Background: an optimization exercise with open tools, aiming at small area. Do not read the settings as production practice. Only simulation tests tie the RTL to the original design; equivalence was not proved.

**design/flow/design.v**
```verilog
module AudioADC
(
input rst,
input AUD_BCLK,
input AUD_ADCLRCK,
input AUD_ADCDAT,
output reg [31:0] digital_signal_out,
output reg [13:0] t1_left,   
output reg [13:0] t1_right
);
reg [5:0] cnt;
reg [31:0] shift;
always @(posedge AUD_BCLK)
	shift <= {shift[30:0], AUD_ADCDAT};
always @(posedge AUD_BCLK or negedge rst)
begin
	if (rst == 1'b0)
		cnt <= 6'd0;
	else if (cnt == 6'd33)
		cnt <= 6'd0;
	else if (cnt != 6'd0 || AUD_ADCLRCK)
		cnt <= cnt + 6'd1;
end
reg [7:0] r;
reg [8:0] q;
wire sign_bit = (cnt == 6'd1) || (cnt == 6'd17);
wire [8:0] t = {r, AUD_ADCDAT};
wire ge = (t >= 9'd141);
wire [8:0] tm = t - 9'd141;
always @(posedge AUD_BCLK)
begin
	if (sign_bit) begin
		r <= AUD_ADCDAT ? 8'd140 : 8'd0;
		q <= {9{AUD_ADCDAT}};
	end else begin
		r <= ge ? tm[7:0] : t[7:0];
		q <= {q[7:0], ge};
	end
end
reg [3:0] g;
always @(*)
begin
	case (r)
		8'd0: g = 4'd0;
		8'd1: g = 4'd0;
		8'd2: g = 4'd0;
		8'd3: g = 4'd0;
		8'd4: g = 4'd0;
		8'd5: g = 4'd0;
		8'd6: g = 4'd0;
		8'd7: g = 4'd0;
		8'd8: g = 4'd0;
		8'd9: g = 4'd1;
		8'd10: g = 4'd1;
		8'd11: g = 4'd1;
		8'd12: g = 4'd1;
		8'd13: g = 4'd1;
		8'd14: g = 4'd1;
		8'd15: g = 4'd1;
		8'd16: g = 4'd1;
		8'd17: g = 4'd1;
		8'd18: g = 4'd2;
		8'd19: g = 4'd2;
		8'd20: g = 4'd2;
		8'd21: g = 4'd2;
		8'd22: g = 4'd2;
		8'd23: g = 4'd2;
		8'd24: g = 4'd2;
		8'd25: g = 4'd2;
		8'd26: g = 4'd2;
		8'd27: g = 4'd3;
		8'd28: g = 4'd3;
		8'd29: g = 4'd3;
		8'd30: g = 4'd3;
		8'd31: g = 4'd3;
		8'd32: g = 4'd3;
		8'd33: g = 4'd3;
		8'd34: g = 4'd3;
		8'd35: g = 4'd3;
		8'd36: g = 4'd4;
		8'd37: g = 4'd4;
		8'd38: g = 4'd4;
		8'd39: g = 4'd4;
		8'd40: g = 4'd4;
		8'd41: g = 4'd4;
		8'd42: g = 4'd4;
		8'd43: g = 4'd4;
		8'd44: g = 4'd4;
		8'd45: g = 4'd5;
		8'd46: g = 4'd5;
		8'd47: g = 4'd5;
		8'd48: g = 4'd5;
		8'd49: g = 4'd5;
		8'd50: g = 4'd5;
		8'd51: g = 4'd5;
		8'd52: g = 4'd5;
		8'd53: g = 4'd6;
		8'd54: g = 4'd6;
		8'd55: g = 4'd6;
		8'd56: g = 4'd6;
		8'd57: g = 4'd6;
		8'd58: g = 4'd6;
		8'd59: g = 4'd6;
		8'd60: g = 4'd6;
		8'd61: g = 4'd6;
		8'd62: g = 4'd7;
		8'd63: g = 4'd7;
		8'd64: g = 4'd7;
		8'd65: g = 4'd7;
		8'd66: g = 4'd7;
		8'd67: g = 4'd7;
		8'd68: g = 4'd7;
		8'd69: g = 4'd7;
		8'd70: g = 4'd7;
		8'd71: g = 4'd8;
		8'd72: g = 4'd8;
		8'd73: g = 4'd8;
		8'd74: g = 4'd8;
		8'd75: g = 4'd8;
		8'd76: g = 4'd8;
		8'd77: g = 4'd8;
		8'd78: g = 4'd8;
		8'd79: g = 4'd8;
		8'd80: g = 4'd9;
		8'd81: g = 4'd9;
		8'd82: g = 4'd9;
		8'd83: g = 4'd9;
		8'd84: g = 4'd9;
		8'd85: g = 4'd9;
		8'd86: g = 4'd9;
		8'd87: g = 4'd9;
		8'd88: g = 4'd9;
		8'd89: g = 4'd10;
		8'd90: g = 4'd10;
		8'd91: g = 4'd10;
		8'd92: g = 4'd10;
		8'd93: g = 4'd10;
		8'd94: g = 4'd10;
		8'd95: g = 4'd10;
		8'd96: g = 4'd10;
		8'd97: g = 4'd11;
		8'd98: g = 4'd11;
		8'd99: g = 4'd11;
		8'd100: g = 4'd11;
		8'd101: g = 4'd11;
		8'd102: g = 4'd11;
		8'd103: g = 4'd11;
		8'd104: g = 4'd11;
		8'd105: g = 4'd11;
		8'd106: g = 4'd12;
		8'd107: g = 4'd12;
		8'd108: g = 4'd12;
		8'd109: g = 4'd12;
		8'd110: g = 4'd12;
		8'd111: g = 4'd12;
		8'd112: g = 4'd12;
		8'd113: g = 4'd12;
		8'd114: g = 4'd12;
		8'd115: g = 4'd13;
		8'd116: g = 4'd13;
		8'd117: g = 4'd13;
		8'd118: g = 4'd13;
		8'd119: g = 4'd13;
		8'd120: g = 4'd13;
		8'd121: g = 4'd13;
		8'd122: g = 4'd13;
		8'd123: g = 4'd13;
		8'd124: g = 4'd14;
		8'd125: g = 4'd14;
		8'd126: g = 4'd14;
		8'd127: g = 4'd14;
		8'd128: g = 4'd14;
		8'd129: g = 4'd14;
		8'd130: g = 4'd14;
		8'd131: g = 4'd14;
		8'd132: g = 4'd14;
		8'd133: g = 4'd15;
		8'd134: g = 4'd15;
		8'd135: g = 4'd15;
		8'd136: g = 4'd15;
		8'd137: g = 4'd15;
		8'd138: g = 4'd15;
		8'd139: g = 4'd15;
		8'd140: g = 4'd15;
		default: g = 4'd15;
	endcase
end
wire [13:0] t1_now = {q, g, q[8] & (r != 8'd0)};
reg [13:0] t1_saved;
always @(posedge AUD_BCLK)
	if (cnt == 6'd17)
		t1_saved <= t1_now;
always @(posedge AUD_BCLK or negedge rst)
begin
	if (rst == 1'b0) begin
		digital_signal_out <= 32'd0;
		t1_left <= 14'd0;
		t1_right <= 14'd0;
	end else if (cnt == 6'd33) begin
		digital_signal_out <= shift;
		t1_left <= t1_saved;
		t1_right <= t1_now;
	end
end
endmodule
module AudioDAC
(
input rst,
input AUD_BCLK,
input AUD_DACLRCK,
input [31:0] digital_signal_in,
output AUD_DACDAT
);
reg [5:0] cnt;
reg top;
reg [31:0] ring;
wire idle = (cnt == 6'd0);
always @(posedge AUD_BCLK or negedge rst)
begin
	if (rst == 1'b0)
		cnt <= 6'd0;
	else if (cnt == 6'd33)
		cnt <= 6'd0;
	else if (!idle || AUD_DACLRCK)
		cnt <= cnt + 6'd1;
end
always @(posedge AUD_BCLK or negedge rst)
begin
	if (rst == 1'b0)
		top <= 1'b0;
	else
		top <= idle ? digital_signal_in[31] : ring[31];
end
always @(posedge AUD_BCLK)
	ring <= idle ? {digital_signal_in[30:0], digital_signal_in[31]} : {ring[30:0], top};
assign AUD_DACDAT = top;
endmodule
module LowPassFilter
(
input rst,
input AUDIO_CLK,
input AUD_DACLRCK,
input [13:0] t1,
output [15:0] y
);
reg [15:0] lastOutput;
div_t2_acc d2(lastOutput, t1[13:1], t1[0], y);
always @(posedge AUDIO_CLK or negedge rst)
begin
	if (rst == 1'b0)
		lastOutput <= 16'd0;
	else if (AUD_DACLRCK)
		lastOutput <= y;
end
endmodule
module div_t2_acc(input signed [15:0] v, input signed [12:0] e, input c, output signed [15:0] q);
wire signed [31:0] vp = v;
wire signed [31:0] vn = ~vp;
wire signed [31:0] r0 = (vp >>> 10);
wire signed [31:0] r1 = (vp >>> 7);
wire signed [31:0] r2 = (vn >>> 5);
wire signed [31:0] r3 = (vp >>> 3);
wire signed [31:0] r4 = (vn >>> 1);
wire signed [31:0] r5 = (vn <<< 3);
wire signed [31:0] r6 = (vp <<< 5);
wire signed [31:0] r7 = (vn <<< 8);
wire signed [31:0] r8 = (vp <<< 11);
wire signed [31:0] ex = e;
wire [31:0] cx = c;
wire signed [31:0] s = r0 + r1 + r2 + r3 + r4 + r5 + r6 + r7 + r8 + (ex <<< 11) + $signed(cx <<< 11) + (v[15] ? 32'sd2302 : 32'sd278);
wire signed [31:0] qq = s >>> 11;
assign q = qq[15:0];
endmodule
module HighPassFilter
(
input rst,
input AUDIO_CLK,
input AUD_DACLRCK,
input [15:0] x,
input [15:0] xp,
output [15:0] y
);
reg [14:0] lastOutput;
wire signed [17:0] u = $signed(lastOutput) + $signed(x) - $signed(xp);
wire [14:0] q;
div_t3 d3(u, q);
assign y = {q[14], q};
always @(posedge AUDIO_CLK or negedge rst)
begin
	if (rst == 1'b0)
		lastOutput <= 15'd0;
	else if (AUD_DACLRCK)
		lastOutput <= q;
end
endmodule
module div_t3(input signed [17:0] v, output signed [14:0] q);
wire signed [31:0] vp = v;
wire signed [31:0] vn = ~vp;
wire signed [31:0] r0 = (vn >>> 13);
wire signed [31:0] r1 = (vn >>> 11);
wire signed [31:0] r2 = (vn >>> 8);
wire signed [31:0] r3 = (vp >>> 6);
wire signed [31:0] r4 = (vn >>> 4);
wire signed [31:0] r5 = (vp >>> 2);
wire signed [31:0] r6 = (vp <<< 2);
wire signed [31:0] r7 = (vn <<< 4);
wire signed [31:0] r8 = (vp <<< 7);
wire signed [31:0] s = r0 + r1 + r2 + r3 + r4 + r5 + r6 + r7 + r8 + (v[17] ? 32'sd1040 : 32'sd20);
wire signed [31:0] qq = s >>> 10;
assign q = qq[14:0];
endmodule
module EchoFilter
(
input [15:0] x,
input [15:0] xp,
output [15:0] y
);
wire signed [17:0] t = $signed(xp) * 3 + (xp[15] ? 18'sd3 : 18'sd0);
wire signed [17:0] q = t >>> 2;
assign y = q[15:0] + x;
endmodule
module audio_core
(
	input AUD_BCLK,
	input rst,
	input [2:0]SW,
	input AUD_ADCLRCK,
	input AUD_ADCDAT,
	input AUD_DACLRCK,
	output AUD_DACDAT
);
wire [31:0] x;
reg [31:0] currentDACData;
wire [13:0] t1L, t1R;
AudioADC myADC(rst, AUD_BCLK, AUD_ADCLRCK, AUD_ADCDAT, x, t1L, t1R);
reg [31:0] xp;
always @(posedge AUD_BCLK or negedge rst)
begin
	if (rst == 1'b0)
		xp <= 32'd0;
	else if (AUD_DACLRCK)
		xp <= x;
end
wire [31:0] lp, hp, ec;
LowPassFilter lpL(rst, AUD_BCLK, AUD_DACLRCK, t1L, lp[31:16]);
LowPassFilter lpR(rst, AUD_BCLK, AUD_DACLRCK, t1R, lp[15:0]);
HighPassFilter hpL(rst, AUD_BCLK, AUD_DACLRCK, x[31:16], xp[31:16], hp[31:16]);
HighPassFilter hpR(rst, AUD_BCLK, AUD_DACLRCK, x[15:0], xp[15:0], hp[15:0]);
EchoFilter ecL(x[31:16], xp[31:16], ec[31:16]);
EchoFilter ecR(x[15:0], xp[15:0], ec[15:0]);
always @(*)
begin
	case (SW)
		3'b001: currentDACData = lp;
		3'b010: currentDACData = hp;
		3'b100: currentDACData = ec;
		default: currentDACData = x;
	endcase
end
AudioDAC myDAC(rst, AUD_BCLK, AUD_DACLRCK, currentDACData, AUD_DACDAT);
endmodule
```
**design/flow/run.sh**
```bash
#!/bin/bash
# synth_recipe.tcl (not shown) runs the flow's synth.tcl, then flattens the netlist and writes it again
# the make line also repeats each setting of config.mk as NAME=value (left out here)
make -C /OpenROAD-flow-scripts/flow DESIGN_CONFIG=/design/flow/config.mk WORK_HOME=/design/flow/orfs CLKGATE_MAP_FILE= SYNTH_SCRIPT=/design/flow/synth_recipe.tcl finish
```
**design/flow/config.mk**
```make
export PLATFORM = sky130hd
export DESIGN_NAME = audio_core
export DESIGN_NICKNAME = audio_core
export VERILOG_FILES = /design/flow/design.v
export SDC_FILE = /design/flow/constraint.sdc
export NUM_CORES = 4
export LEC_CHECK = 0
export CAP_MARGIN = 20
export CORE_MARGIN = 2
export CORE_UTILIZATION = 40
export SLEW_MARGIN = 20
```
**design/flow/constraint.sdc**
```tcl
create_clock -name core_clock -period 40.0 [get_ports {AUD_BCLK}]
set_input_delay 8.0000 -clock core_clock [delete_from_list [all_inputs] [get_ports {AUD_BCLK}]]
set_output_delay 8.0000 -clock core_clock [all_outputs]
set_load 0.01 [all_outputs]
```
==> results.cfg <==
[run_status]
status = no timing/DRC/antenna violations

[floorplanning]
row_count = 102
die_x_um = 283.9
start_util = 0.4046
die_area_um2 = 80600
fp.dieH_um = 283.9
ios = 9
core_um2 = 77470

[critical_path]
cp-end-kind = flip-flop
worstPathArrival_ns = 11.10
crit_fanout = 11
start_kind = input pin
cp.required_ns = 40.50
critical_path_class = input pin to flip-flop

[sta]
report.final.setup_viol = 0
tightest_slew_ns = 1.074
hold_viol_final = 0
skew_ns = 0.01275
relSlewSlack = 0.2786
period_share = 0.2652
setup_slack_ns = 29.39
fmax_ghz = 0.09428
setup_tns_ns = 0
rsz0062_at_grt = false
final.min_clock_period_ns = 10.61
drv_slew = 0

[final_layout]
drive_gt1_frac = 0.06918
fin_nets = 3991
utilization = 0.4340
syn_to_final_growth_pct = 7.282

[logic_synthesis]
synth.distinct_cells = 102
ys.flop_type = dfrtp_1
synth_area_leaders = fa_1 27%, ha_1 17%, dfrtp_1 13%
ys_ff_latch = 266
synth_fp_nets = 3980
syn_avg_cell_area_um2 = 10.06
synth-seq-area-share = 0.2011
synth_top_area_frac = 0.2670
synth_area_leader_cell = fa_1
synthArstFlopShare = 0.6278
yosys_warnings = 5
syn_area_um2 = 31340
synth.most_common_cell = inv_1
netlist_top_cells_count = 650 x inv_1, 438 x ha_1, 418 x fa_1
syn_inst = 3116
synth_edf_count = 14

[global_route]
grt_pass1_vias = 21750
grt_start_max_net_pins = 76
grt_pass1_wl_um = 116200
antenna_found_initial = 1
grt_use_total = 0.1787
grt_overflow = 0

[detailed_routing]
wl_um = 69790
vias = 20990
wl_per_cell_um = 16.64
drc = 0
drtAntennaViolNets = 0
drt_iter0_markers = 1079
first_pass_iters = 6
post_drt_via_cell_ratio = 5.005

[cts]
cts_buffers = 31
clock_sinks = 266
insertion_delay_ns = 0.57
cts.repair.resized = 0
cts-htree-levels = 1
post-cts-setup-buffer-count = 0
cts-root-buf = clkbuf_16
cts_buffer_depth = 3
clkTransAtPathRegs_ns = 0.06
ctsHoldBuffers = 0
cts_tree = done

[place]
dpl_worst_slack_ns = 28.81
dp_hpwl_um = 57460
io_buffers = 8
place_congestion = 0.8535

[flow_run]
maxCapViolCount = 0

[worst_hold_path]
min_path_type = flip-flop to flip-flop
==> final timing paths <==
kind / from / cells past startpoint / slack (ns) / end
min in group asynchronous: rst / 1 / 7.32 / myADC.cnt[1]$_DFFE_PN0P_
hold / removal: myADC.shift[28]$_DFF_P_ / 0 / 0.34 / myADC.shift[29]$_DFF_P_
setup reg to reg: myADC.digital_signal_out[1]$_DFFE_PN0N_ / 33 / 30.67 / myDAC.ring[16]$_DFF_P_
hold reg to reg: myADC.shift[28]$_DFF_P_ / 0 / 0.34 / myADC.shift[29]$_DFF_P_
setup / recovery: AUD_ADCDAT / 13 / 29.39 / myADC.g[0]$_DFF_P_
max in group asynchronous: rst / 2 / 31.43 / hpL.lastOutput[9]$_DFFE_PN0P_
==> stage by stage <==
step / instance area, µm² / instances / hold WS (ns)
6_report: 33620 / 4193 / 0.3431
5_1_grt: 33620 / 4192 / 0.3555
4_1_cts: 33610 / 4190 / 0.3464
3_5_place_dp: 32640 / 4133 / 0.3329
3_3_place_gp: 32640 / 4133 / 0.3310
2_1_floorplan: 31340 / 3116 / 0.3272
==> critical path: stages <==
cell             delay [ns]
clkdlybuf4s50_1        0.67
ha_1                   0.23
o311ai_2               0.11
a21boi_4               0.29
o22ai_1                0.15
or3_1                  0.34
xor2_1                 0.12
or2_1                  0.31
clkinv_1               0.27
a21oi_1                0.19
a211o_1                0.13
o311ai_0               0.14
a2bb2oi_1              0.15
==> cells by family after synthesis <==
family | after synthesis | share of synthesized area
buffers and inverters | 713 | 0.08779
flip-flops | 266 | 0.2011
adder cells (fa/ha/maj) | 856 | 0.4419
AND/OR/NAND/NOR | 487 | 0.07382
XOR/XNOR | 181 | 0.05082
AO/OA/AOI/OAI | 501 | 0.1048
multiplexers | 112 | 0.03980
==> final cells by class <==
type / count / area [µm²]
Fill cell: 7475 / 43840
Clock inverter: 12 / 80.08
Timing Repair Buffer: 36 / 291.5
Multi-Input combinational cell: 2137 / 22300
Sequential cell: 266 / 6301
Inverter: 655 / 2459
Tap cell: 1040 / 1301
Antenna cell: 2 / 5.005
Clock buffer: 45 / 888.4
==> registers in the layout (all words and copies together) (netlist names), 6 cells and up <==
name,cells
myADC.shift,32
myDAC.cnt,6
myADC.digital_signal_out,32
myADC.cnt,6
hpL.lastOutput,15
myADC.r,8
myADC.t1_right,14
myADC.t1_saved,14
myADC.q,9
hpR.lastOutput,15
lpL.lastOutput,16
myADC.t1_left,14
lpR.lastOutput,16
myDAC.ring,32
xp,32
==> metal layers <==
metal / vias up / part of all wire / global-route usage
li1: 10170 / - / -
met1: 10430 / 0.46 / 0.2422
met2: 337 / 0.49 / 0.3129
met3: 56 / 0.032 / 0.01841
met4: 0 / 0.015 / 0.02910
met5: - / 0 / 0
==> cell usage in the layout (no fill, tap or decap), drive strengths merged, types with 52 or more instances in the layout <==
cell and count:
o21ai 130, fa 418, dfrtp 167, mux2 91, nand2 156, xnor2 112
a21oi 135, dfxtp 85, inv 655, nor2 127, xor2 69, a21o 52
ha 438

-- port drivers added, routing unchanged --
The results above use ideal ports. As a check the final layout listed here was re-extracted and re-timed, cells and wires unchanged. Step 1, drivers: a clkbuf_16 drives AUD_BCLK and a buf_2 each remaining input, both assumed. Step 2 adds t to the input delays and takes it off the output delays; t is the mean of the earliest and latest rising clock arrival at the registers after step 1. Input paths then give back, and output paths get back, about the clock's delay inside the block. Slacks: ideal / step 1 / step 2; pairs: ideal / step 1.
t (ns): 0.615
setup WS [ns]: 29.393 / 29.426 / 28.810
worst slew at a driven data input, ns: 0.13
After both steps this run still meets setup and hold. The setup slack of this run moves by +0.033 ns with the drivers and by -0.583 ns with both steps.
